From an optimization exercise on the open Yosys and OpenROAD flow, aimed at small area, a short achievable clock period and few clock cycles; shortcuts taken in it are not production practice.
Function was not checked in any run shown here: the RTL went through the layout flow alone.
No activity file was given, so power comes from the tool's default toggle rates.

$ cat flow/design.v
module adder(
    input clk,
    input reset,
    input [31:0] a,
    input [31:0] b,
    input available,
    input [4:0] exception_f,
    output [31:0] sum,
    output done
    );
    wire [7:0] ae = a[30:23];
    wire [7:0] be = b[30:23];
    wire [7:0] ep = ~(ae ^ be);
    wire [7:0] eg = ae & ~be;
    wire eg0 = eg[1] | ((ep[1] & ae[0]) & ~be[0]);
    wire ep0 = ep[1] & ep[0];
    wire eg1 = eg[2] | ((ep[2] & ae[1]) & ~be[1]);
    wire ep1 = ep[2] & ep[1];
    wire eg2 = eg[3] | ((ep[3] & ae[2]) & ~be[2]);
    wire ep2 = ep[3] & ep[2];
    wire eg3 = eg[4] | ((ep[4] & ae[3]) & ~be[3]);
    wire ep3 = ep[4] & ep[3];
    wire eg4 = eg[5] | ((ep[5] & ae[4]) & ~be[4]);
    wire ep4 = ep[5] & ep[4];
    wire eg5 = eg[6] | ((ep[6] & ae[5]) & ~be[5]);
    wire ep5 = ep[6] & ep[5];
    wire eg6 = eg[7] | ((ep[7] & ae[6]) & ~be[6]);
    wire ep6 = ep[7] & ep[6];
    wire eg7 = eg1 | ((ep1 & ae[0]) & ~be[0]);
    wire ep7 = ep1 & ep[0];
    wire eg8 = eg2 | (ep2 & eg0);
    wire ep8 = ep2 & ep0;
    wire eg9 = eg3 | (ep3 & eg1);
    wire ep9 = ep3 & ep1;
    wire eg10 = eg4 | (ep4 & eg2);
    wire ep10 = ep4 & ep2;
    wire eg11 = eg5 | (ep5 & eg3);
    wire ep11 = ep5 & ep3;
    wire eg12 = eg6 | (ep6 & eg4);
    wire ep12 = ep6 & ep4;
    wire eg13 = eg9 | ((ep9 & ae[0]) & ~be[0]);
    wire ep13 = ep9 & ep[0];
    wire eg14 = eg10 | (ep10 & eg0);
    wire ep14 = ep10 & ep0;
    wire eg15 = eg11 | (ep11 & eg7);
    wire ep15 = ep11 & ep7;
    wire eg16 = eg12 | (ep12 & eg8);
    wire ep16 = ep12 & ep8;
    wire co = eg16;
    wire [7:0] d;
    assign d[0] = ~ep[0];
    assign d[1] = co ? (ep[1] ^ (eg[0] | ep[0])) : ~(ep[1] ^ eg[0]);
    assign d[2] = co ? (ep[2] ^ (eg0 | ep0)) : ~(ep[2] ^ eg0);
    assign d[3] = co ? (ep[3] ^ (eg7 | ep7)) : ~(ep[3] ^ eg7);
    assign d[4] = co ? (ep[4] ^ (eg8 | ep8)) : ~(ep[4] ^ eg8);
    assign d[5] = co ? (ep[5] ^ (eg13 | ep13)) : ~(ep[5] ^ eg13);
    assign d[6] = co ? (ep[6] ^ (eg14 | ep14)) : ~(ep[6] ^ eg14);
    assign d[7] = co ? (ep[7] ^ (eg15 | ep15)) : ~(ep[7] ^ eg15);
    wire swap = ~co;
    wire [22:0] ma = swap ? b[22:0] : a[22:0];
    wire [22:0] mb = swap ? a[22:0] : b[22:0];
    wire big = (|d[7:5]) | (d[4] & d[3]) | (d[4] & d[2] & d[1] & d[0]);
    wire [23:0] x0 = {1'b1, mb};
    wire [1:0] s0;
    assign s0[0] = ~d[0];
    assign s0[1] = d[0];
    wire [23:0] x1;
    assign x1[0] = (s0[0] & x0[0]) | (s0[1] & x0[1]);
    assign x1[1] = (s0[0] & x0[1]) | (s0[1] & x0[2]);
    assign x1[2] = (s0[0] & x0[2]) | (s0[1] & x0[3]);
    assign x1[3] = (s0[0] & x0[3]) | (s0[1] & x0[4]);
    assign x1[4] = (s0[0] & x0[4]) | (s0[1] & x0[5]);
    assign x1[5] = (s0[0] & x0[5]) | (s0[1] & x0[6]);
    assign x1[6] = (s0[0] & x0[6]) | (s0[1] & x0[7]);
    assign x1[7] = (s0[0] & x0[7]) | (s0[1] & x0[8]);
    assign x1[8] = (s0[0] & x0[8]) | (s0[1] & x0[9]);
    assign x1[9] = (s0[0] & x0[9]) | (s0[1] & x0[10]);
    assign x1[10] = (s0[0] & x0[10]) | (s0[1] & x0[11]);
    assign x1[11] = (s0[0] & x0[11]) | (s0[1] & x0[12]);
    assign x1[12] = (s0[0] & x0[12]) | (s0[1] & x0[13]);
    assign x1[13] = (s0[0] & x0[13]) | (s0[1] & x0[14]);
    assign x1[14] = (s0[0] & x0[14]) | (s0[1] & x0[15]);
    assign x1[15] = (s0[0] & x0[15]) | (s0[1] & x0[16]);
    assign x1[16] = (s0[0] & x0[16]) | (s0[1] & x0[17]);
    assign x1[17] = (s0[0] & x0[17]) | (s0[1] & x0[18]);
    assign x1[18] = (s0[0] & x0[18]) | (s0[1] & x0[19]);
    assign x1[19] = (s0[0] & x0[19]) | (s0[1] & x0[20]);
    assign x1[20] = (s0[0] & x0[20]) | (s0[1] & x0[21]);
    assign x1[21] = (s0[0] & x0[21]) | (s0[1] & x0[22]);
    assign x1[22] = (s0[0] & x0[22]) | (s0[1] & x0[23]);
    assign x1[23] = (s0[0] & x0[23]);
    wire [1:0] s1;
    assign s1[0] = ~d[1];
    assign s1[1] = d[1];
    wire [23:0] x2;
    assign x2[0] = (s1[0] & x1[0]) | (s1[1] & x1[2]);
    assign x2[1] = (s1[0] & x1[1]) | (s1[1] & x1[3]);
    assign x2[2] = (s1[0] & x1[2]) | (s1[1] & x1[4]);
    assign x2[3] = (s1[0] & x1[3]) | (s1[1] & x1[5]);
    assign x2[4] = (s1[0] & x1[4]) | (s1[1] & x1[6]);
    assign x2[5] = (s1[0] & x1[5]) | (s1[1] & x1[7]);
    assign x2[6] = (s1[0] & x1[6]) | (s1[1] & x1[8]);
    assign x2[7] = (s1[0] & x1[7]) | (s1[1] & x1[9]);
    assign x2[8] = (s1[0] & x1[8]) | (s1[1] & x1[10]);
    assign x2[9] = (s1[0] & x1[9]) | (s1[1] & x1[11]);
    assign x2[10] = (s1[0] & x1[10]) | (s1[1] & x1[12]);
    assign x2[11] = (s1[0] & x1[11]) | (s1[1] & x1[13]);
    assign x2[12] = (s1[0] & x1[12]) | (s1[1] & x1[14]);
    assign x2[13] = (s1[0] & x1[13]) | (s1[1] & x1[15]);
    assign x2[14] = (s1[0] & x1[14]) | (s1[1] & x1[16]);
    assign x2[15] = (s1[0] & x1[15]) | (s1[1] & x1[17]);
    assign x2[16] = (s1[0] & x1[16]) | (s1[1] & x1[18]);
    assign x2[17] = (s1[0] & x1[17]) | (s1[1] & x1[19]);
    assign x2[18] = (s1[0] & x1[18]) | (s1[1] & x1[20]);
    assign x2[19] = (s1[0] & x1[19]) | (s1[1] & x1[21]);
    assign x2[20] = (s1[0] & x1[20]) | (s1[1] & x1[22]);
    assign x2[21] = (s1[0] & x1[21]) | (s1[1] & x1[23]);
    assign x2[22] = (s1[0] & x1[22]);
    assign x2[23] = (s1[0] & x1[23]);
    wire [1:0] s2;
    assign s2[0] = ~d[2];
    assign s2[1] = d[2];
    wire [23:0] x3;
    assign x3[0] = (s2[0] & x2[0]) | (s2[1] & x2[4]);
    assign x3[1] = (s2[0] & x2[1]) | (s2[1] & x2[5]);
    assign x3[2] = (s2[0] & x2[2]) | (s2[1] & x2[6]);
    assign x3[3] = (s2[0] & x2[3]) | (s2[1] & x2[7]);
    assign x3[4] = (s2[0] & x2[4]) | (s2[1] & x2[8]);
    assign x3[5] = (s2[0] & x2[5]) | (s2[1] & x2[9]);
    assign x3[6] = (s2[0] & x2[6]) | (s2[1] & x2[10]);
    assign x3[7] = (s2[0] & x2[7]) | (s2[1] & x2[11]);
    assign x3[8] = (s2[0] & x2[8]) | (s2[1] & x2[12]);
    assign x3[9] = (s2[0] & x2[9]) | (s2[1] & x2[13]);
    assign x3[10] = (s2[0] & x2[10]) | (s2[1] & x2[14]);
    assign x3[11] = (s2[0] & x2[11]) | (s2[1] & x2[15]);
    assign x3[12] = (s2[0] & x2[12]) | (s2[1] & x2[16]);
    assign x3[13] = (s2[0] & x2[13]) | (s2[1] & x2[17]);
    assign x3[14] = (s2[0] & x2[14]) | (s2[1] & x2[18]);
    assign x3[15] = (s2[0] & x2[15]) | (s2[1] & x2[19]);
    assign x3[16] = (s2[0] & x2[16]) | (s2[1] & x2[20]);
    assign x3[17] = (s2[0] & x2[17]) | (s2[1] & x2[21]);
    assign x3[18] = (s2[0] & x2[18]) | (s2[1] & x2[22]);
    assign x3[19] = (s2[0] & x2[19]) | (s2[1] & x2[23]);
    assign x3[20] = (s2[0] & x2[20]);
    assign x3[21] = (s2[0] & x2[21]);
    assign x3[22] = (s2[0] & x2[22]);
    assign x3[23] = (s2[0] & x2[23]);
    wire [3:0] s3;
    assign s3[0] = ~big & ~d[3] & ~d[4];
    assign s3[1] = ~big & d[3] & ~d[4];
    assign s3[2] = ~big & ~d[3] & d[4];
    assign s3[3] = ~big & d[3] & d[4];
    wire [23:0] sh;
    assign sh[0] = (s3[0] & x3[0]) | (s3[1] & x3[8]) | (s3[2] & x3[16]);
    assign sh[1] = (s3[0] & x3[1]) | (s3[1] & x3[9]) | (s3[2] & x3[17]);
    assign sh[2] = (s3[0] & x3[2]) | (s3[1] & x3[10]) | (s3[2] & x3[18]);
    assign sh[3] = (s3[0] & x3[3]) | (s3[1] & x3[11]) | (s3[2] & x3[19]);
    assign sh[4] = (s3[0] & x3[4]) | (s3[1] & x3[12]) | (s3[2] & x3[20]);
    assign sh[5] = (s3[0] & x3[5]) | (s3[1] & x3[13]) | (s3[2] & x3[21]);
    assign sh[6] = (s3[0] & x3[6]) | (s3[1] & x3[14]) | (s3[2] & x3[22]);
    assign sh[7] = (s3[0] & x3[7]) | (s3[1] & x3[15]) | (s3[2] & x3[23]);
    assign sh[8] = (s3[0] & x3[8]) | (s3[1] & x3[16]);
    assign sh[9] = (s3[0] & x3[9]) | (s3[1] & x3[17]);
    assign sh[10] = (s3[0] & x3[10]) | (s3[1] & x3[18]);
    assign sh[11] = (s3[0] & x3[11]) | (s3[1] & x3[19]);
    assign sh[12] = (s3[0] & x3[12]) | (s3[1] & x3[20]);
    assign sh[13] = (s3[0] & x3[13]) | (s3[1] & x3[21]);
    assign sh[14] = (s3[0] & x3[14]) | (s3[1] & x3[22]);
    assign sh[15] = (s3[0] & x3[15]) | (s3[1] & x3[23]);
    assign sh[16] = (s3[0] & x3[16]);
    assign sh[17] = (s3[0] & x3[17]);
    assign sh[18] = (s3[0] & x3[18]);
    assign sh[19] = (s3[0] & x3[19]);
    assign sh[20] = (s3[0] & x3[20]);
    assign sh[21] = (s3[0] & x3[21]);
    assign sh[22] = (s3[0] & x3[22]);
    assign sh[23] = (s3[0] & x3[23]);
    reg swap_r;
    reg [23:0] sh_r;    
    reg [22:0] p;
    reg [22:0] g;
    always @(posedge clk) begin
       swap_r <= swap;
       p <= ma ^ sh[22:0];
       g <= ma & sh[22:0];
       sh_r[23] <= sh[23];
    end
    wire [7:0] ea = swap_r ? be : ae;
    wire z = sh_r[23];
    wire mg17 = g[1] | (p[1] & g[0]);
    wire mg18 = g[2] | (p[2] & g[1]);
    wire mp18 = p[2] & p[1];
    wire mg19 = g[3] | (p[3] & g[2]);
    wire mp19 = p[3] & p[2];
    wire mg20 = g[4] | (p[4] & g[3]);
    wire mp20 = p[4] & p[3];
    wire mg21 = g[5] | (p[5] & g[4]);
    wire mp21 = p[5] & p[4];
    wire mg22 = g[6] | (p[6] & g[5]);
    wire mp22 = p[6] & p[5];
    wire mg23 = g[7] | (p[7] & g[6]);
    wire mp23 = p[7] & p[6];
    wire mg24 = g[8] | (p[8] & g[7]);
    wire mp24 = p[8] & p[7];
    wire mg25 = g[9] | (p[9] & g[8]);
    wire mp25 = p[9] & p[8];
    wire mg26 = g[10] | (p[10] & g[9]);
    wire mp26 = p[10] & p[9];
    wire mg27 = g[11] | (p[11] & g[10]);
    wire mp27 = p[11] & p[10];
    wire mg28 = g[12] | (p[12] & g[11]);
    wire mp28 = p[12] & p[11];
    wire mg29 = g[13] | (p[13] & g[12]);
    wire mp29 = p[13] & p[12];
    wire mg30 = g[14] | (p[14] & g[13]);
    wire mp30 = p[14] & p[13];
    wire mg31 = g[15] | (p[15] & g[14]);
    wire mp31 = p[15] & p[14];
    wire mg32 = g[16] | (p[16] & g[15]);
    wire mp32 = p[16] & p[15];
    wire mg33 = g[17] | (p[17] & g[16]);
    wire mp33 = p[17] & p[16];
    wire mg34 = g[18] | (p[18] & g[17]);
    wire mp34 = p[18] & p[17];
    wire mg35 = g[19] | (p[19] & g[18]);
    wire mp35 = p[19] & p[18];
    wire mg36 = g[20] | (p[20] & g[19]);
    wire mp36 = p[20] & p[19];
    wire mg37 = g[21] | (p[21] & g[20]);
    wire mp37 = p[21] & p[20];
    wire mg38 = g[22] | (p[22] & g[21]);
    wire mp38 = p[22] & p[21];
    wire mg39 = mg18 | (mp18 & g[0]);
    wire mg40 = mg19 | (mp19 & mg17);
    wire mg41 = mg20 | (mp20 & mg18);
    wire mp41 = mp20 & mp18;
    wire mg42 = mg21 | (mp21 & mg19);
    wire mp42 = mp21 & mp19;
    wire mg43 = mg22 | (mp22 & mg20);
    wire mp43 = mp22 & mp20;
    wire mg44 = mg23 | (mp23 & mg21);
    wire mp44 = mp23 & mp21;
    wire mg45 = mg24 | (mp24 & mg22);
    wire mp45 = mp24 & mp22;
    wire mg46 = mg25 | (mp25 & mg23);
    wire mp46 = mp25 & mp23;
    wire mg47 = mg26 | (mp26 & mg24);
    wire mp47 = mp26 & mp24;
    wire mg48 = mg27 | (mp27 & mg25);
    wire mp48 = mp27 & mp25;
    wire mg49 = mg28 | (mp28 & mg26);
    wire mp49 = mp28 & mp26;
    wire mg50 = mg29 | (mp29 & mg27);
    wire mp50 = mp29 & mp27;
    wire mg51 = mg30 | (mp30 & mg28);
    wire mp51 = mp30 & mp28;
    wire mg52 = mg31 | (mp31 & mg29);
    wire mp52 = mp31 & mp29;
    wire mg53 = mg32 | (mp32 & mg30);
    wire mp53 = mp32 & mp30;
    wire mg54 = mg33 | (mp33 & mg31);
    wire mp54 = mp33 & mp31;
    wire mg55 = mg34 | (mp34 & mg32);
    wire mp55 = mp34 & mp32;
    wire mg56 = mg35 | (mp35 & mg33);
    wire mp56 = mp35 & mp33;
    wire mg57 = mg36 | (mp36 & mg34);
    wire mp57 = mp36 & mp34;
    wire mg58 = mg37 | (mp37 & mg35);
    wire mp58 = mp37 & mp35;
    wire mg59 = mg38 | (mp38 & mg36);
    wire mp59 = mp38 & mp36;
    wire mg60 = mg41 | (mp41 & g[0]);
    wire mg61 = mg42 | (mp42 & mg17);
    wire mg62 = mg43 | (mp43 & mg39);
    wire mg63 = mg44 | (mp44 & mg40);
    wire mg64 = mg45 | (mp45 & mg41);
    wire mp64 = mp45 & mp41;
    wire mg65 = mg46 | (mp46 & mg42);
    wire mp65 = mp46 & mp42;
    wire mg66 = mg47 | (mp47 & mg43);
    wire mp66 = mp47 & mp43;
    wire mg67 = mg48 | (mp48 & mg44);
    wire mp67 = mp48 & mp44;
    wire mg68 = mg49 | (mp49 & mg45);
    wire mp68 = mp49 & mp45;
    wire mg69 = mg50 | (mp50 & mg46);
    wire mp69 = mp50 & mp46;
    wire mg70 = mg51 | (mp51 & mg47);
    wire mp70 = mp51 & mp47;
    wire mg71 = mg52 | (mp52 & mg48);
    wire mp71 = mp52 & mp48;
    wire mg72 = mg53 | (mp53 & mg49);
    wire mp72 = mp53 & mp49;
    wire mg73 = mg54 | (mp54 & mg50);
    wire mp73 = mp54 & mp50;
    wire mg74 = mg55 | (mp55 & mg51);
    wire mp74 = mp55 & mp51;
    wire mg75 = mg56 | (mp56 & mg52);
    wire mp75 = mp56 & mp52;
    wire mg76 = mg57 | (mp57 & mg53);
    wire mp76 = mp57 & mp53;
    wire mg77 = mg58 | (mp58 & mg54);
    wire mp77 = mp58 & mp54;
    wire mg78 = mg59 | (mp59 & mg55);
    wire mp78 = mp59 & mp55;
    wire mg79 = mg64 | (mp64 & g[0]);
    wire mg80 = mg65 | (mp65 & mg17);
    wire mg81 = mg66 | (mp66 & mg39);
    wire mg82 = mg67 | (mp67 & mg40);
    wire mg83 = mg68 | (mp68 & mg60);
    wire mg84 = mg69 | (mp69 & mg61);
    wire mg85 = mg70 | (mp70 & mg62);
    wire mg86 = mg71 | (mp71 & mg63);
    wire mg87 = mg72 | (mp72 & mg64);
    wire mp87 = mp72 & mp64;
    wire mg88 = mg73 | (mp73 & mg65);
    wire mp88 = mp73 & mp65;
    wire mg89 = mg74 | (mp74 & mg66);
    wire mp89 = mp74 & mp66;
    wire mg90 = mg75 | (mp75 & mg67);
    wire mp90 = mp75 & mp67;
    wire mg91 = mg76 | (mp76 & mg68);
    wire mp91 = mp76 & mp68;
    wire mg92 = mg77 | (mp77 & mg69);
    wire mp92 = mp77 & mp69;
    wire mg93 = mg78 | (mp78 & mg70);
    wire mp93 = mp78 & mp70;
    wire mg94 = mg87 | (mp87 & g[0]);
    wire mg95 = mg88 | (mp88 & mg17);
    wire mg96 = mg89 | (mp89 & mg39);
    wire mg97 = mg90 | (mp90 & mg40);
    wire mg98 = mg91 | (mp91 & mg60);
    wire mg99 = mg92 | (mp92 & mg61);
    wire mg100 = mg93 | (mp93 & mg62);
    wire [23:0] t;
    assign t[0] = p[0];
    assign t[1] = p[1] ^ g[0];
    assign t[2] = p[2] ^ mg17;
    assign t[3] = p[3] ^ mg39;
    assign t[4] = p[4] ^ mg40;
    assign t[5] = p[5] ^ mg60;
    assign t[6] = p[6] ^ mg61;
    assign t[7] = p[7] ^ mg62;
    assign t[8] = p[8] ^ mg63;
    assign t[9] = p[9] ^ mg79;
    assign t[10] = p[10] ^ mg80;
    assign t[11] = p[11] ^ mg81;
    assign t[12] = p[12] ^ mg82;
    assign t[13] = p[13] ^ mg83;
    assign t[14] = p[14] ^ mg84;
    assign t[15] = p[15] ^ mg85;
    assign t[16] = p[16] ^ mg86;
    assign t[17] = p[17] ^ mg94;
    assign t[18] = p[18] ^ mg95;
    assign t[19] = p[19] ^ mg96;
    assign t[20] = p[20] ^ mg97;
    assign t[21] = p[21] ^ mg98;
    assign t[22] = p[22] ^ mg99;
    assign t[23] = mg100;
    wire c = t[23];
    wire norm = z | c;
    assign sum = norm ? {a[31], ea + 8'd1, z & c, t[22:1]} : {a[31], ea, t[22:0]};
    reg done_reg;
    always @(posedge clk or posedge reset) begin
       if (reset) done_reg <= 1'b0;
       else done_reg <= available;
    end
    assign done = done_reg;
endmodule
$ cat flow/flow/run.sh
#!/bin/bash
# Standard layout, with the I/O port buffers made from a plain buffer cell
# instead of the delay cell the resizer picks by default.
export BUFFER_PORTS_ARGS="-buffer_cell sky130_fd_sc_hd__buf_1"
bash standard.sh > standard.log 2>&1
$ cat flow/standard.sh
#!/bin/bash
# synth_recipe.tcl (not shown) runs the flow's synth.tcl, then flattens the netlist and writes it again
# the make line also repeats each setting of config.mk as NAME=value (left out here)
make -C /OpenROAD-flow-scripts/flow DESIGN_CONFIG=/design/flow/config.mk WORK_HOME=/design/flow/orfs CLKGATE_MAP_FILE= SYNTH_SCRIPT=/design/flow/synth_recipe.tcl "${@:-finish}"
$ cat flow/config.mk
export PLATFORM = sky130hd
export DESIGN_NAME = adder
export DESIGN_NICKNAME = adder
export VERILOG_FILES = /design/flow/design.v
export SDC_FILE = /design/flow/constraint.sdc
export NUM_CORES = 4
export LEC_CHECK = 0
export ABC_AREA = 1
export CAP_MARGIN = 20
export CORE_MARGIN = 2
export CORE_UTILIZATION = 40
export CTS_BUF_LIST = sky130_fd_sc_hd__clkbuf_4 sky130_fd_sc_hd__clkbuf_8
export SLEW_MARGIN = 20
$ cat flow/constraint.sdc
create_clock -name core_clock -period 4.0 [get_ports {clk}]
set_input_delay 0.8000 -clock core_clock [delete_from_list [all_inputs] [get_ports {clk}]]
set_output_delay 0.8000 -clock core_clock [all_outputs]
set_load 0.01 [all_outputs]
==> impl_metrics.tcl, run 1 <==
set metrics [dict create \
    synthXorXnorAreaFrac 0.0440 \
    max-slew-margin-rel 0.613 \
    path_clk_slew_ps 80 \
    place_congestion 0.918 \
    critPathCaptureType "flip-flop" \
    postCtsSetupRepairBufs 0 \
    slew_violations 0 \
    ys_top_cells_by_area "nand2_1 (18%), dfxtp_1 (18%), nand3_1 (16%)" \
    first_global_vias 5070 \
    track_usage 0.205 \
    die_y_um 120 \
    root_buffer "clkbuf_8" \
    status "finished clean" \
    final_hold_viol_count 0 \
    rsz0062_at_grt "false" \
    leakage_nw 2.94 \
    powerDensity_nw_per_um2 370 \
    dpl.hpwl_um 12100 \
    yosys_warnings 1 \
    crit_type "primary input to flip-flop" \
    grt_start_max_net_pins 80 \
    ys_seq_area_frac 0.183 \
    die-area_um2 14400 \
    ant_nets 0 \
    clock-sinks 49 \
    post_cts_resize_count 0 \
    io_buffers 96 \
    fin_area_um2 5960 \
    post-place-cells 1147 \
    hold_buffers 0 \
    yosysTopAreaCellShare 0.184 \
    synthMuxAreaShare 0.00931 \
    synth_top_family_by_area "simple AND/OR/NAND/NOR gates" \
    diodes 0 \
    wl_um 14600 \
    path_max_fanout 17 \
    syn_avg_cell_area_um2 5.95 \
    critPathArrivalTime_ps 3670 \
    initial_utilization 0.407 \
    grt-ovfl-total 0 \
    synth_compound_area_frac 0.136 \
    synthSimpleGateAreaFrac 0.448 \
    hp-class "primary input to asynchronous set/reset pin" \
    area_growth_pct 10.9 \
    setup_viol 0 \
    nNetsFinal 1084 \
    io_pins 105 \
    seqPwrFrac 0.299 \
    cap_viol_max_count 0 \
    min_period_ps 3490 \
    cts_buffers 5 \
    core_um2 13200 \
    largestRegisters "g: 23 flops, p: 23 flops" \
    drive_gt1_frac 0.0531 \
    tns_ps 0 \
    netlist_area_um2 5370 \
    grt_pass1_wl_um 24500 \
    worstPathRequired_ps 4180 \
    p_int_mw 1.17 \
    synth_top_area_cell "nand2_1" \
    drt_first_pass_iters 6 \
    max_freq_ghz 0.287 \
    comb_power_share 0.542 \
    hold_slack_ps 296 \
    wire_per_inst_um 12.7 \
    cts_buffer_depth 2 \
    cts_tree "yes" \
    synth_fp_nets 1009 \
    power.share.clock 0.160 \
    p_switching_mw 1.04 \
    synthAdderAreaFrac 0.0792 \
    rows 42 \
    final-instance-count-excl-fill 1155 \
    drt-initial-drc-count 542 \
    start_kind "primary input" \
    drcViolationCount 0 \
    place_area_um2 5840 \
    dr_total_vias 5908 \
    ys_types 45 \
    tightest_slew_ps 579 \
    ys_ff_latch 49 \
    die_x_um 120 \
    htreeDepth 2 \
    swShare 0.470 \
    grt_antenna_before_repair 0 \
    synth_cells 903 \
    ir_worst_vdd_mv 0.158 \
    vias_per_cell 5.12 \
    fin_crit_sh 0.872 \
]
routing by layer:
layer,GRT usage,vias to the layer above,part of all wire,wire (um)
met3,0.0133,17,0.055,804
met1,0.326,2547,0.53,7750
met5,0,-,0,0
met4,0.0441,0,0.014,207
met2,0.297,184,0.40,5850
li1,-,3160,-,-
cells in the final DEF (no fill, tap or decap), drive strengths merged, types with 2 or more instances in the layout:
cell type / n
nand3b: 11
nand3: 173
o21bai: 3
clkinv: 2
buf: 106
ha: 34
o21ai: 63
nand2: 275
xnor2: 7
or2: 5
a21oi: 31
clkbuf: 6
a21o: 2
mux2i: 5
inv: 88
nor3: 10
nand4: 9
nor4: 2
a31oi: 6
o211ai: 14
xor2: 20
o21a: 4
dfxtp: 48
nor2: 47
cell families (layout without fill, tap and decap cells):
kind of cell	after synthesis	count (layout)
and+or+nand+nor	533	533
muxes	5	5
buffers and inverters	128	204
DFF	49	49
xor gates and xnor gates	27	27
adders and majority gates	34	34
AOI/OAI and AO/OA	127	127
cells in the mapped netlist (all sizes together):
library cell  count
o21ai            63
nor3             10
nand4             9
and3              1
a22oi             1
clkbuf           11
or2               5
clkinv            2
nor2             47
nor4              2
ha               34
xor2             20
mux2i             5
o21a              4
nand3           173
nand2           275
dfrtp             1
o21bai            3
dfxtp            48
xnor2             7
o211ai           14
inv              88
a211oi            1
buf              27
a21boi            1
a21oi            31
o311a             1
a31oi             6
nand3b           11
a21o              2
power by group through the flow:
stage	clock network (mW)	registers [mW]	logic (mW)
2_1_floorplan	0	0.631	0.900
3_5_place_dp	0	0.668	1.19
3_3_place_gp	0	0.668	1.18
4_1_cts	0.365	0.656	1.19
5_1_grt	0.388	0.670	1.36
6_report	0.352	0.659	1.20
cell type report:
class	count	area, um^2
clock buffers	6	82.6
clock inverters	2	37.5
fillers	1455	7230
inverters	90	340
multi-input cells	726	3850
flip-flops and latches	49	986
well taps	176	220
repair buffers	106	448
how the worst max path moves through the flow:
stage / depth (start not counted) / end / start
floorplan: 20 / p[2]$_DFF_P_ / b[24]
global placement: 18 / p[0]$_DFF_P_ / b[24]
detailed placement: 18 / p[0]$_DFF_P_ / b[24]
CTS: 18 / p[0]$_DFF_P_ / b[24]
global route: 19 / p[5]$_DFF_P_ / b[24]
finish: 18 / p[0]$_DFF_P_ / b[24]
worst max-delay path, cell delays in order:
cell and delay (ps):
buf_1 100, inv_1 90, ha_1 380, nand3_2 120, nand2_2 80, nand2_2 100, nand2_4 70, nand2_4 170
nand2_8 120, inv_4 190, nand2_1 90, nand2_2 110, inv_2 40, buf_4 190, nor2_1 460, nand3_1 150
nand3_1 150, ha_1 240
metrics by stage:
step	utilization	setup WS (ps)	power [mW]
3_5_place_dp	0.443	251	1.85
6_report	0.452	513	2.21
2_1_floorplan	-	1020	1.53
5_1_grt	0.452	213	2.42
3_3_place_gp	0.443	263	1.85
4_1_cts	0.452	561	2.22
==> inputs of run 2 (changes only) <==
--- a/flow/design.v
+++ b/flow/design.v
@@ -11,22 +11,22 @@
     wire [7:0] ae = a[30:23];
     wire [7:0] be = b[30:23];
-    wire [7:0] ep = ~(ae ^ be);
     wire [7:0] eg = ae & ~be;
-    wire eg0 = eg[1] | ((ep[1] & ae[0]) & ~be[0]);
-    wire ep0 = ep[1] & ep[0];
-    wire eg1 = eg[2] | ((ep[2] & ae[1]) & ~be[1]);
-    wire ep1 = ep[2] & ep[1];
-    wire eg2 = eg[3] | ((ep[3] & ae[2]) & ~be[2]);
-    wire ep2 = ep[3] & ep[2];
-    wire eg3 = eg[4] | ((ep[4] & ae[3]) & ~be[3]);
-    wire ep3 = ep[4] & ep[3];
-    wire eg4 = eg[5] | ((ep[5] & ae[4]) & ~be[4]);
-    wire ep4 = ep[5] & ep[4];
-    wire eg5 = eg[6] | ((ep[6] & ae[5]) & ~be[5]);
-    wire ep5 = ep[6] & ep[5];
-    wire eg6 = eg[7] | ((ep[7] & ae[6]) & ~be[6]);
-    wire ep6 = ep[7] & ep[6];
+    wire [7:0] ek = ae | ~be;
+    wire eg0 = eg[1] | ((ek[1] & ae[0]) & ~be[0]);
+    wire ep0 = ek[1] & ek[0];
+    wire eg1 = eg[2] | ((ek[2] & ae[1]) & ~be[1]);
+    wire ep1 = ek[2] & ek[1];
+    wire eg2 = eg[3] | ((ek[3] & ae[2]) & ~be[2]);
+    wire ep2 = ek[3] & ek[2];
+    wire eg3 = eg[4] | ((ek[4] & ae[3]) & ~be[3]);
+    wire ep3 = ek[4] & ek[3];
+    wire eg4 = eg[5] | ((ek[5] & ae[4]) & ~be[4]);
+    wire ep4 = ek[5] & ek[4];
+    wire eg5 = eg[6] | ((ek[6] & ae[5]) & ~be[5]);
+    wire ep5 = ek[6] & ek[5];
+    wire eg6 = eg[7] | ((ek[7] & ae[6]) & ~be[6]);
+    wire ep6 = ek[7] & ek[6];
     wire eg7 = eg1 | ((ep1 & ae[0]) & ~be[0]);
-    wire ep7 = ep1 & ep[0];
+    wire ep7 = ep1 & ek[0];
     wire eg8 = eg2 | (ep2 & eg0);
     wire ep8 = ep2 & ep0;
@@ -40,5 +40,5 @@
     wire ep12 = ep6 & ep4;
     wire eg13 = eg9 | ((ep9 & ae[0]) & ~be[0]);
-    wire ep13 = ep9 & ep[0];
+    wire ep13 = ep9 & ek[0];
     wire eg14 = eg10 | (ep10 & eg0);
     wire ep14 = ep10 & ep0;
@@ -49,12 +49,19 @@
     wire co = eg16;
     wire [7:0] d;
-    assign d[0] = ~ep[0];
-    assign d[1] = co ? (ep[1] ^ (eg[0] | ep[0])) : ~(ep[1] ^ eg[0]);
-    assign d[2] = co ? (ep[2] ^ (eg0 | ep0)) : ~(ep[2] ^ eg0);
-    assign d[3] = co ? (ep[3] ^ (eg7 | ep7)) : ~(ep[3] ^ eg7);
-    assign d[4] = co ? (ep[4] ^ (eg8 | ep8)) : ~(ep[4] ^ eg8);
-    assign d[5] = co ? (ep[5] ^ (eg13 | ep13)) : ~(ep[5] ^ eg13);
-    assign d[6] = co ? (ep[6] ^ (eg14 | ep14)) : ~(ep[6] ^ eg14);
-    assign d[7] = co ? (ep[7] ^ (eg15 | ep15)) : ~(ep[7] ^ eg15);
+    assign d[0] = ae[0] ^ be[0];
+    wire dx1 = co ? ~(eg[0] | ek[0]) : eg[0];
+    assign d[1] = ae[1] ^ (be[1] ^ dx1);
+    wire dx2 = co ? ~(eg0 | ep0) : eg0;
+    assign d[2] = ae[2] ^ (be[2] ^ dx2);
+    wire dx3 = co ? ~(eg7 | ep7) : eg7;
+    assign d[3] = ae[3] ^ (be[3] ^ dx3);
+    wire dx4 = co ? ~(eg8 | ep8) : eg8;
+    assign d[4] = ae[4] ^ (be[4] ^ dx4);
+    wire dx5 = co ? ~(eg13 | ep13) : eg13;
+    assign d[5] = ae[5] ^ (be[5] ^ dx5);
+    wire dx6 = co ? ~(eg14 | ep14) : eg14;
+    assign d[6] = ae[6] ^ (be[6] ^ dx6);
+    wire dx7 = co ? ~(eg15 | ep15) : eg15;
+    assign d[7] = ae[7] ^ (be[7] ^ dx7);
     wire swap = ~co;
     wire [22:0] ma = swap ? b[22:0] : a[22:0];
@@ -146,34 +153,60 @@
     assign x3[22] = (s2[0] & x2[22]);
     assign x3[23] = (s2[0] & x2[23]);
-    wire [3:0] s3;
-    assign s3[0] = ~big & ~d[3] & ~d[4];
-    assign s3[1] = ~big & d[3] & ~d[4];
-    assign s3[2] = ~big & ~d[3] & d[4];
-    assign s3[3] = ~big & d[3] & d[4];
+    wire [1:0] s3;
+    assign s3[0] = ~d[3];
+    assign s3[1] = d[3];
+    wire [23:0] x4;
+    assign x4[0] = (s3[0] & x3[0]) | (s3[1] & x3[8]);
+    assign x4[1] = (s3[0] & x3[1]) | (s3[1] & x3[9]);
+    assign x4[2] = (s3[0] & x3[2]) | (s3[1] & x3[10]);
+    assign x4[3] = (s3[0] & x3[3]) | (s3[1] & x3[11]);
+    assign x4[4] = (s3[0] & x3[4]) | (s3[1] & x3[12]);
+    assign x4[5] = (s3[0] & x3[5]) | (s3[1] & x3[13]);
+    assign x4[6] = (s3[0] & x3[6]) | (s3[1] & x3[14]);
+    assign x4[7] = (s3[0] & x3[7]) | (s3[1] & x3[15]);
+    assign x4[8] = (s3[0] & x3[8]) | (s3[1] & x3[16]);
+    assign x4[9] = (s3[0] & x3[9]) | (s3[1] & x3[17]);
+    assign x4[10] = (s3[0] & x3[10]) | (s3[1] & x3[18]);
+    assign x4[11] = (s3[0] & x3[11]) | (s3[1] & x3[19]);
+    assign x4[12] = (s3[0] & x3[12]) | (s3[1] & x3[20]);
+    assign x4[13] = (s3[0] & x3[13]) | (s3[1] & x3[21]);
+    assign x4[14] = (s3[0] & x3[14]) | (s3[1] & x3[22]);
+    assign x4[15] = (s3[0] & x3[15]) | (s3[1] & x3[23]);
+    assign x4[16] = (s3[0] & x3[16]);
+    assign x4[17] = (s3[0] & x3[17]);
+    assign x4[18] = (s3[0] & x3[18]);
+    assign x4[19] = (s3[0] & x3[19]);
+    assign x4[20] = (s3[0] & x3[20]);
+    assign x4[21] = (s3[0] & x3[21]);
+    assign x4[22] = (s3[0] & x3[22]);
+    assign x4[23] = (s3[0] & x3[23]);
+    wire [1:0] s4;
+    assign s4[0] = ~big & ~d[4];
+    assign s4[1] = ~big & d[4];
     wire [23:0] sh;
-    assign sh[0] = (s3[0] & x3[0]) | (s3[1] & x3[8]) | (s3[2] & x3[16]);
-    assign sh[1] = (s3[0] & x3[1]) | (s3[1] & x3[9]) | (s3[2] & x3[17]);
-    assign sh[2] = (s3[0] & x3[2]) | (s3[1] & x3[10]) | (s3[2] & x3[18]);
-    assign sh[3] = (s3[0] & x3[3]) | (s3[1] & x3[11]) | (s3[2] & x3[19]);
-    assign sh[4] = (s3[0] & x3[4]) | (s3[1] & x3[12]) | (s3[2] & x3[20]);
-    assign sh[5] = (s3[0] & x3[5]) | (s3[1] & x3[13]) | (s3[2] & x3[21]);
-    assign sh[6] = (s3[0] & x3[6]) | (s3[1] & x3[14]) | (s3[2] & x3[22]);
-    assign sh[7] = (s3[0] & x3[7]) | (s3[1] & x3[15]) | (s3[2] & x3[23]);
-    assign sh[8] = (s3[0] & x3[8]) | (s3[1] & x3[16]);
-    assign sh[9] = (s3[0] & x3[9]) | (s3[1] & x3[17]);
-    assign sh[10] = (s3[0] & x3[10]) | (s3[1] & x3[18]);
-    assign sh[11] = (s3[0] & x3[11]) | (s3[1] & x3[19]);
-    assign sh[12] = (s3[0] & x3[12]) | (s3[1] & x3[20]);
-    assign sh[13] = (s3[0] & x3[13]) | (s3[1] & x3[21]);
-    assign sh[14] = (s3[0] & x3[14]) | (s3[1] & x3[22]);
-    assign sh[15] = (s3[0] & x3[15]) | (s3[1] & x3[23]);
-    assign sh[16] = (s3[0] & x3[16]);
-    assign sh[17] = (s3[0] & x3[17]);
-    assign sh[18] = (s3[0] & x3[18]);
-    assign sh[19] = (s3[0] & x3[19]);
-    assign sh[20] = (s3[0] & x3[20]);
-    assign sh[21] = (s3[0] & x3[21]);
-    assign sh[22] = (s3[0] & x3[22]);
-    assign sh[23] = (s3[0] & x3[23]);
+    assign sh[0] = (s4[0] & x4[0]) | (s4[1] & x4[16]);
+    assign sh[1] = (s4[0] & x4[1]) | (s4[1] & x4[17]);
+    assign sh[2] = (s4[0] & x4[2]) | (s4[1] & x4[18]);
+    assign sh[3] = (s4[0] & x4[3]) | (s4[1] & x4[19]);
+    assign sh[4] = (s4[0] & x4[4]) | (s4[1] & x4[20]);
+    assign sh[5] = (s4[0] & x4[5]) | (s4[1] & x4[21]);
+    assign sh[6] = (s4[0] & x4[6]) | (s4[1] & x4[22]);
+    assign sh[7] = (s4[0] & x4[7]) | (s4[1] & x4[23]);
+    assign sh[8] = (s4[0] & x4[8]);
+    assign sh[9] = (s4[0] & x4[9]);
+    assign sh[10] = (s4[0] & x4[10]);
+    assign sh[11] = (s4[0] & x4[11]);
+    assign sh[12] = (s4[0] & x4[12]);
+    assign sh[13] = (s4[0] & x4[13]);
+    assign sh[14] = (s4[0] & x4[14]);
+    assign sh[15] = (s4[0] & x4[15]);
+    assign sh[16] = (s4[0] & x4[16]);
+    assign sh[17] = (s4[0] & x4[17]);
+    assign sh[18] = (s4[0] & x4[18]);
+    assign sh[19] = (s4[0] & x4[19]);
+    assign sh[20] = (s4[0] & x4[20]);
+    assign sh[21] = (s4[0] & x4[21]);
+    assign sh[22] = (s4[0] & x4[22]);
+    assign sh[23] = (s4[0] & x4[23]);
     reg swap_r;
     reg [23:0] sh_r;    
--- a/flow/config.mk
+++ b/flow/config.mk
@@ -11,3 +11,4 @@
 export CORE_UTILIZATION = 40
 export CTS_BUF_LIST = sky130_fd_sc_hd__clkbuf_4 sky130_fd_sc_hd__clkbuf_8
+export SETUP_SLACK_MARGIN = 0.75
 export SLEW_MARGIN = 20
==> run 2 against run 1 <==
Largest power group unchanged. Wire length increased by 7.3%. Count of clock-buffer cells in the layout down 1. Non-clock buffer count increased by 13.
==> impl_metrics.tcl, run 2 <==
set metrics [dict create \
    synth_cells 947 \
    track_usage 0.212 \
    die-area_um2 14600 \
    grt_pass1_wl_um 25500 \
    io_pins 105 \
    dr_total_vias 6131 \
    root_buffer "clkbuf_8" \
    nNetsFinal 1133 \
    yosysTopAreaCellShare 0.228 \
    final_cell_mix "nand2_1 (329), nand3_1 (165), buf_1 (87), inv_1 (62)" \
    crit_type "flip-flop to output port" \
    wl_um 15700 \
    path_clk_slew_ps 90 \
    die_x_um 121 \
    diodes 0 \
    area_growth_pct 13.8 \
    setup_viol 0 \
    path_max_fanout 7 \
    initial_utilization 0.410 \
    powerDensity_nw_per_um2 344 \
    wire_per_inst_um 13.0 \
    critPathCaptureType "output port" \
    largestRegisters "g: 23 flops, p: 23 flops" \
    cts_buffers 5 \
    synth-edff-count 0 \
    utilization 0.466 \
    ant_nets 0 \
    tns_ps 0 \
    leakage_nw 3.12 \
    cts_buffer_depth 2 \
    synthFlopType "dfxtp_1" \
    netlist_area_um2 5450 \
    rsz0062_at_grt "true" \
    synth_most_common_cell "nand2_1" \
    first_global_vias 5312 \
    fillerInstances 1488 \
    drcViolationCount 0 \
    yosys_warnings 1 \
    hold_buffers 0 \
    critPathArrivalTime_ps 2350 \
    ys_seq_area_frac 0.181 \
    cts_tree "yes" \
    synthArstFlopShare 0.0204 \
    drive_gt1_frac 0.103 \
    io_buffers 96 \
    tightest_slew_ps 789 \
    cap_viol_max_count 0 \
    core_um2 13300 \
    grt-ovfl-total 0 \
    ys_types 46 \
    post-place-cells 1191 \
    place_congestion 0.913 \
    grt_start_max_net_pins 32 \
    ys_ff_latch 49 \
    slew_violations 0 \
    final_hold_viol_count 0 \
    ir_worst_vdd_mv 0.137 \
    fin_crit_sh 0.787 \
    synth_fp_nets 1047 \
    worstPathRequired_ps 3200 \
    grt_antenna_before_repair 0 \
    clock-sinks 49 \
    dpl.hpwl_um 12700 \
    htreeDepth 2 \
    min_period_ps 3150 \
    synthTopCellsByCount "nand2_1 (331), nand3_1 (165), inv_1 (62)" \
    max-slew-margin-rel 0.469 \
    crit_start "p[2]$_DFF_P_" \
    hp-class "primary input to asynchronous set/reset pin" \
    vias_per_cell 5.07 \
    die_y_um 121 \
    max_freq_ghz 0.317 \
    final_common_cell "nand2_1" \
    start_kind "flip-flop" \
    syn_avg_cell_area_um2 5.75 \
    critPathCapture "sum[10]" \
    ys_top_cells_by_area "nand2_1 (23%), dfxtp_1 (18%), nand3_1 (15%)" \
    final-instance-count-excl-fill 1210 \
    synth_top_area_cell "nand2_1" \
    drt_first_pass_iters 7 \
    drt-initial-drc-count 421 \
    status "finished clean" \
    rows 42 \
]
-- run 2: changes by cell type after synthesis, sizes merged, moves of 4 or more --
cell and delta:
a21oi -9, ha -6, inv -15, mux2i -5
nand2 +75, nand3 -5, nor2 +16, o211ai -14
o21ai +4, xnor2 +4, xor2 -8
-- run 2: what timing repair did --
action | 4_1_cts | 5_1_grt
setup buffers | 2 | 9
pin swaps | 1 | 6
resized for setup | 5 | 53
endpoints found under the hold margin | 0 | 0
endpoints found under the setup margin | 28 | 70
-- run 2: area by class of cell --
type                    instances  area (um^2)  share of cell area
inverters                      76          307              0.0494
multi-input cells             782         4010               0.647
repair buffers                119          579              0.0934
well taps                     176          220              0.0355
clock inverters                 3         21.3             0.00343
flip-flops and latches         49          992               0.160
clock buffers                   5         68.8              0.0111
-- run 2: layer usage --
metal / GRT usage / part of all wire / vias to the layer above
met5: 0 / 0 / -
met3: 0.00896 / 0.046 / 13
met1: 0.323 / 0.51 / 2675
met4: 0.0356 / 0.011 / 0
met2: 0.335 / 0.44 / 171
li1: - / - / 3272
-- run 2: worst min-delay path by stage --
stage	startpoint	cells after the start	to	slack, ps
after floorplan	reset	1	done_reg$_DFF_PP0_	530
after global placement	reset	2	done_reg$_DFF_PP0_	610
after detailed placement	reset	2	done_reg$_DFF_PP0_	610
after CTS	reset	2	done_reg$_DFF_PP0_	280
after global routing	reset	2	done_reg$_DFF_PP0_	290
final	reset	2	done_reg$_DFF_PP0_	290
-- run 2: power by group --
group	internal, mW	switching [mW]	total [mW]	leakage (nW)
Clock	0.124	0.158	0.282	0.0445
Combinational	0.423	0.783	1.21	2.67
Sequential	0.558	0.0856	0.643	0.409
Total	1.10	1.03	2.13	3.12
-- run 2: kinds of logic after synthesis --
kind of cell               count (synthesis)  synth area share
AOI/OAI and AO/OA                        108             0.108
xor gates and xnor gates                  23            0.0383
adders and majority gates                 28            0.0643
buffers and inverters                    116            0.0964
DFF                                       49             0.181
and+or+nand+nor                          623             0.512
-- run 2: critical path: stages, from the launching register on --
cell	delay, ps
dfxtp_4	360
a21o_1	190
nand2_1	70
nand2_2	70
a21oi_2	150
nor2_1	70
nor2_1	160
inv_1	90
nand4_1	120
nand3_2	110
buf_8	170
buf_6	130
buf_4	130
nand2_1	50
o21ai_1	50
buf_2	140
-- run 2: stage by stage --
stage          instance area (um^2)  total power [mW]  worst slack (ps)  hold slack [ps]
2_1_floorplan                  5450              1.50              1220              529
3_3_place_gp                   5880              1.79               468              606
3_5_place_dp                   5880              1.79               428              607
4_1_cts                        6010              2.08               747              281
5_1_grt                        6200              2.34               661              287
6_report                       6200              2.13               850              292
==> inputs of run 3 (changes only) <==
--- a/flow/design.v
+++ b/flow/design.v
@@ -221,5 +221,5 @@
     wire [7:0] ea = swap_r ? be : ae;
     wire z = sh_r[23];
-    wire mg17 = g[1] | (p[1] & g[0]);
+    wire mg17 = (g[1] | p[1]) & (g[1] | g[0]);
     wire mg18 = g[2] | (p[2] & g[1]);
     wire mp18 = p[2] & p[1];
@@ -264,5 +264,5 @@
     wire mg38 = g[22] | (p[22] & g[21]);
     wire mp38 = p[22] & p[21];
-    wire mg39 = mg18 | (mp18 & g[0]);
+    wire mg39 = (mg18 | mp18) & (mg18 | g[0]);
     wire mg40 = mg19 | (mp19 & mg17);
     wire mg41 = mg20 | (mp20 & mg18);
@@ -304,5 +304,5 @@
     wire mg59 = mg38 | (mp38 & mg36);
     wire mp59 = mp38 & mp36;
-    wire mg60 = mg41 | (mp41 & g[0]);
+    wire mg60 = (mg41 | mp41) & (mg41 | g[0]);
     wire mg61 = mg42 | (mp42 & mg17);
     wire mg62 = mg43 | (mp43 & mg39);
@@ -338,5 +338,5 @@
     wire mg78 = mg59 | (mp59 & mg55);
     wire mp78 = mp59 & mp55;
-    wire mg79 = mg64 | (mp64 & g[0]);
+    wire mg79 = (mg64 | mp64) & (mg64 | g[0]);
     wire mg80 = mg65 | (mp65 & mg17);
     wire mg81 = mg66 | (mp66 & mg39);
@@ -360,5 +360,5 @@
     wire mg93 = mg78 | (mp78 & mg70);
     wire mp93 = mp78 & mp70;
-    wire mg94 = mg87 | (mp87 & g[0]);
+    wire mg94 = (mg87 | mp87) & (mg87 | g[0]);
     wire mg95 = mg88 | (mp88 & mg17);
     wire mg96 = mg89 | (mp89 & mg39);
==> flow/flow/run.sh (replaced) <==
#!/bin/bash
# Standard layout with two changes:
#  - the I/O port buffers are a plain buffer cell instead of the delay cell
#    the resizer picks by default;
#  - clock tree synthesis adds no dummy loads.
export BUFFER_PORTS_ARGS="-buffer_cell sky130_fd_sc_hd__buf_1"
export CTS_ARGS="-sink_clustering_enable -repair_clock_nets -dont_use_dummy_load -buf_list {sky130_fd_sc_hd__clkbuf_4 sky130_fd_sc_hd__clkbuf_8}"
bash standard.sh > standard.log 2>&1
--- a/flow/config.mk
+++ b/flow/config.mk
@@ -10,5 +10,4 @@
 export CORE_MARGIN = 2
 export CORE_UTILIZATION = 40
-export CTS_BUF_LIST = sky130_fd_sc_hd__clkbuf_4 sky130_fd_sc_hd__clkbuf_8
 export SETUP_SLACK_MARGIN = 0.75
 export SLEW_MARGIN = 20
==> run 3 against run 2 <==
Still clean. Power decreased by 8.6%. Cell count shrank 0.50%. Global-route usage rose by 1.2 points. Synthesized cell count down 0.21%. First-iteration DRC count up 10%. Worst hold slack gained 4.2 ps. Critical path depth is 7 lower. Sequential share of layout area up 0.14 points.
==> impl_metrics.tcl, run 3 <==
set metrics [dict create \
    setup_viol 0 \
    grt_start_max_net_pins 49 \
    synthArstFlopShare 0.0204 \
    core_um2 13200 \
    dpl.hpwl_um 12900 \
    rows 42 \
    yosysTopAreaCellShare 0.261 \
    powerDensity_nw_per_um2 319 \
    ys_top_cells_by_area "nand2_1 (26%), dfxtp_1 (18%), nand3_1 (15%)" \
    grt-ovfl-total 0 \
    drt-initial-drc-count 464 \
    critPathArrivalTime_ps 2290 \
    cts_buffers 5 \
    synthFlopType "dfxtp_1" \
    start_kind "primary input" \
    cts_tree "yes" \
    wire_per_inst_um 13.2 \
    first_global_vias 5443 \
    clock-sinks 49 \
    worstPathRequired_ps 3200 \
    post-place-cells 1190 \
    leakage_nw 3.14 \
    drive_gt1_frac 0.0827 \
    vias_per_cell 5.08 \
    tightest_slew_ps 516 \
    diodes 0 \
    initial_utilization 0.408 \
    path_clk_slew_ps 90 \
    status "finished clean" \
    synth_most_common_cell "nand2_1" \
    synth_cells 945 \
    max_freq_ghz 0.324 \
    max-slew-margin-rel 0.652 \
    grt_pass1_wl_um 26500 \
    netlist_area_um2 5380 \
    rsz0062_at_grt "true" \
    drcViolationCount 0 \
    drt_first_pass_iters 7 \
    htreeDepth 2 \
    io_pins 105 \
    synthTopCellsByCount "nand2_1 (374), nand3_1 (163), inv_1 (54)" \
    largestRegisters "g: 23 flops, p: 23 flops" \
    synth_fp_nets 1044 \
    nNetsFinal 1129 \
    synth-edff-count 0 \
    ant_nets 0 \
    fillerInstances 1479 \
    final_cell_mix "nand2_1 (373), nand3_1 (163), buf_1 (94), inv_1 (54), dfxtp_1 (48)" \
    hold_buffers 0 \
    crit_start "a[24]" \
    ys_ff_latch 49 \
    tns_ps 0 \
    critPathCaptureType "output port" \
    hp-class "primary input to asynchronous set/reset pin" \
    final-instance-count-excl-fill 1204 \
    die_x_um 120 \
    min_period_ps 3090 \
    cts_buffer_depth 2 \
    die-area_um2 14400 \
    grt_antenna_before_repair 0 \
    track_usage 0.224 \
    dr_total_vias 6117 \
    fin_crit_sh 0.772 \
    syn_avg_cell_area_um2 5.69 \
    die_y_um 120 \
    synth_top_area_cell "nand2_1" \
    ys_types 40 \
    crit_type "primary input to output port" \
    ys_seq_area_frac 0.183 \
    root_buffer "clkbuf_8" \
    place_congestion 0.941 \
    wl_um 15900 \
    slew_violations 0 \
    ir_worst_vdd_mv 0.136 \
    path_max_fanout 3 \
    io_buffers 96 \
    cap_viol_max_count 0 \
    yosys_warnings 1 \
    final_common_cell "nand2_1" \
    area_growth_pct 13.6 \
    final_hold_viol_count 0 \
]
run 3: cell count changes after synthesis, sizes merged, moves of 3 or more:
cell and delta:
o21ai -14, or2 -3, mux2i +3, nand3 -4
clkbuf -3, nor3 +4, inv -6, a31oi -4
nand2 +35, buf +3, a21oi +6, nor2 -13
run 3: what timing repair did:
| item | 4_1_cts | 5_1_grt |
|---|---|---|
| resized for setup | 5 | 39 |
| endpoints found under the setup margin | 30 | 64 |
| buffers inserted | 1 | 6 |
| pin swaps | 1 | 5 |
| cloned | 0 | 2 |
run 3: worst max-delay path: stages:
cell and delay [ps]:
buf_1 110, inv_1 60, o21ai_1 360, ha_1 250, nand3_1 90, or2_2 310
xor2_1 140, buf_1 160
run 3: kinds of logic (layout without fill, tap and decap cells):
kind of cell	count (synthesis)	in the layout	share of synthesized area
and+or+nand+nor	639	640	0.524
adders and majority gates	27	27	0.0628
xor gates and xnor gates	24	24	0.0391
AOI/OAI and AO/OA	95	95	0.0947
muxes	3	3	0.00559
buffers and inverters	108	190	0.0903
DFF	49	49	0.183
run 3: per-stage QoR:
stage / power (mW) / cell area [um^2] / worst slack [ps] / hold WS [ps] / utilization
floorplan: 1.39 / 5380 / 1220 / 529 / -
detailed placement: 1.66 / 5820 / 424 / 613 / 0.441
global route: 2.14 / 6110 / 718 / 293 / 0.463
CTS: 1.91 / 5910 / 771 / 291 / 0.448
finish: 1.95 / 6110 / 913 / 296 / 0.463
global placement: 1.65 / 5820 / 499 / 606 / 0.441
run 3: area by class of cell:
type | instances | area (um^2) | area share
Tap cell | 176 | 220 | 0.0361
Multi-Input combinational cell | 789 | 3990 | 0.653
Inverter | 68 | 268 | 0.0439
Sequential cell | 49 | 986 | 0.161
Timing Repair Buffer | 116 | 569 | 0.0932
Clock buffer | 5 | 68.8 | 0.0113
Timing Repair inverter | 1 | 5.00 | 0.000820
run 3: routing by layer:
metal  global-route usage  share of wire  up-vias
met3              0.00998          0.038       21
met5                    0              0        -
met4               0.0412          0.017        0
li1                     -              -     3263
met2                0.358           0.45      150
met1                0.335           0.50     2683
run 3: path summary, 6_finish.rpt:
check,to,slack [ps],cells past startpoint
min in group core_clock,done_reg$_DFF_PP0_,600,1
max,sum[27],910,8
min,done_reg$_DFF_PP0_,300,2
max in group asynchronous,done_reg$_DFF_PP0_,3620,2
run 3: report_power, final:
group / internal [mW] / total (mW) / switching (mW)
Clock: 0.113 / 0.243 / 0.131
Sequential: 0.545 / 0.619 / 0.0734
Combinational: 0.371 / 1.09 / 0.714

[afterwards: timing with drivers on the ports]
The results above use ideal ports. As a check the final layouts listed here were re-extracted and re-timed, cells and wires unchanged.
Step 1 (the two cells are an assumption about what drives the block):
set clk [get_ports {clk}]
set_driving_cell -lib_cell sky130_fd_sc_hd__clkbuf_16 $clk
set_driving_cell -lib_cell sky130_fd_sc_hd__buf_2 [delete_from_list [all_inputs] $clk]
Step 2 also shifts input and output timing later by t, the mid clock arrival at the registers, as if the neighbouring blocks saw the same clock.
Three values: ideal, step 1, step 2; two values: the first two.
run	t (ns)	setup WS [ns]	clock arrival spread, ns
run 1	0.318	0.513 / 0.517 / 0.199	0.005 / 0.005
run 2	0.318	0.850 / 0.824 / 0.674	0.003 / 0.003
run 3	0.303	0.913 / 0.872 / 0.656	0.023 / 0.023
After both steps setup and hold are still met in every run listed. For run 1, which loses most, drivers alone change the setup slack by +0.004 ns; drivers and shift together by -0.314 ns.
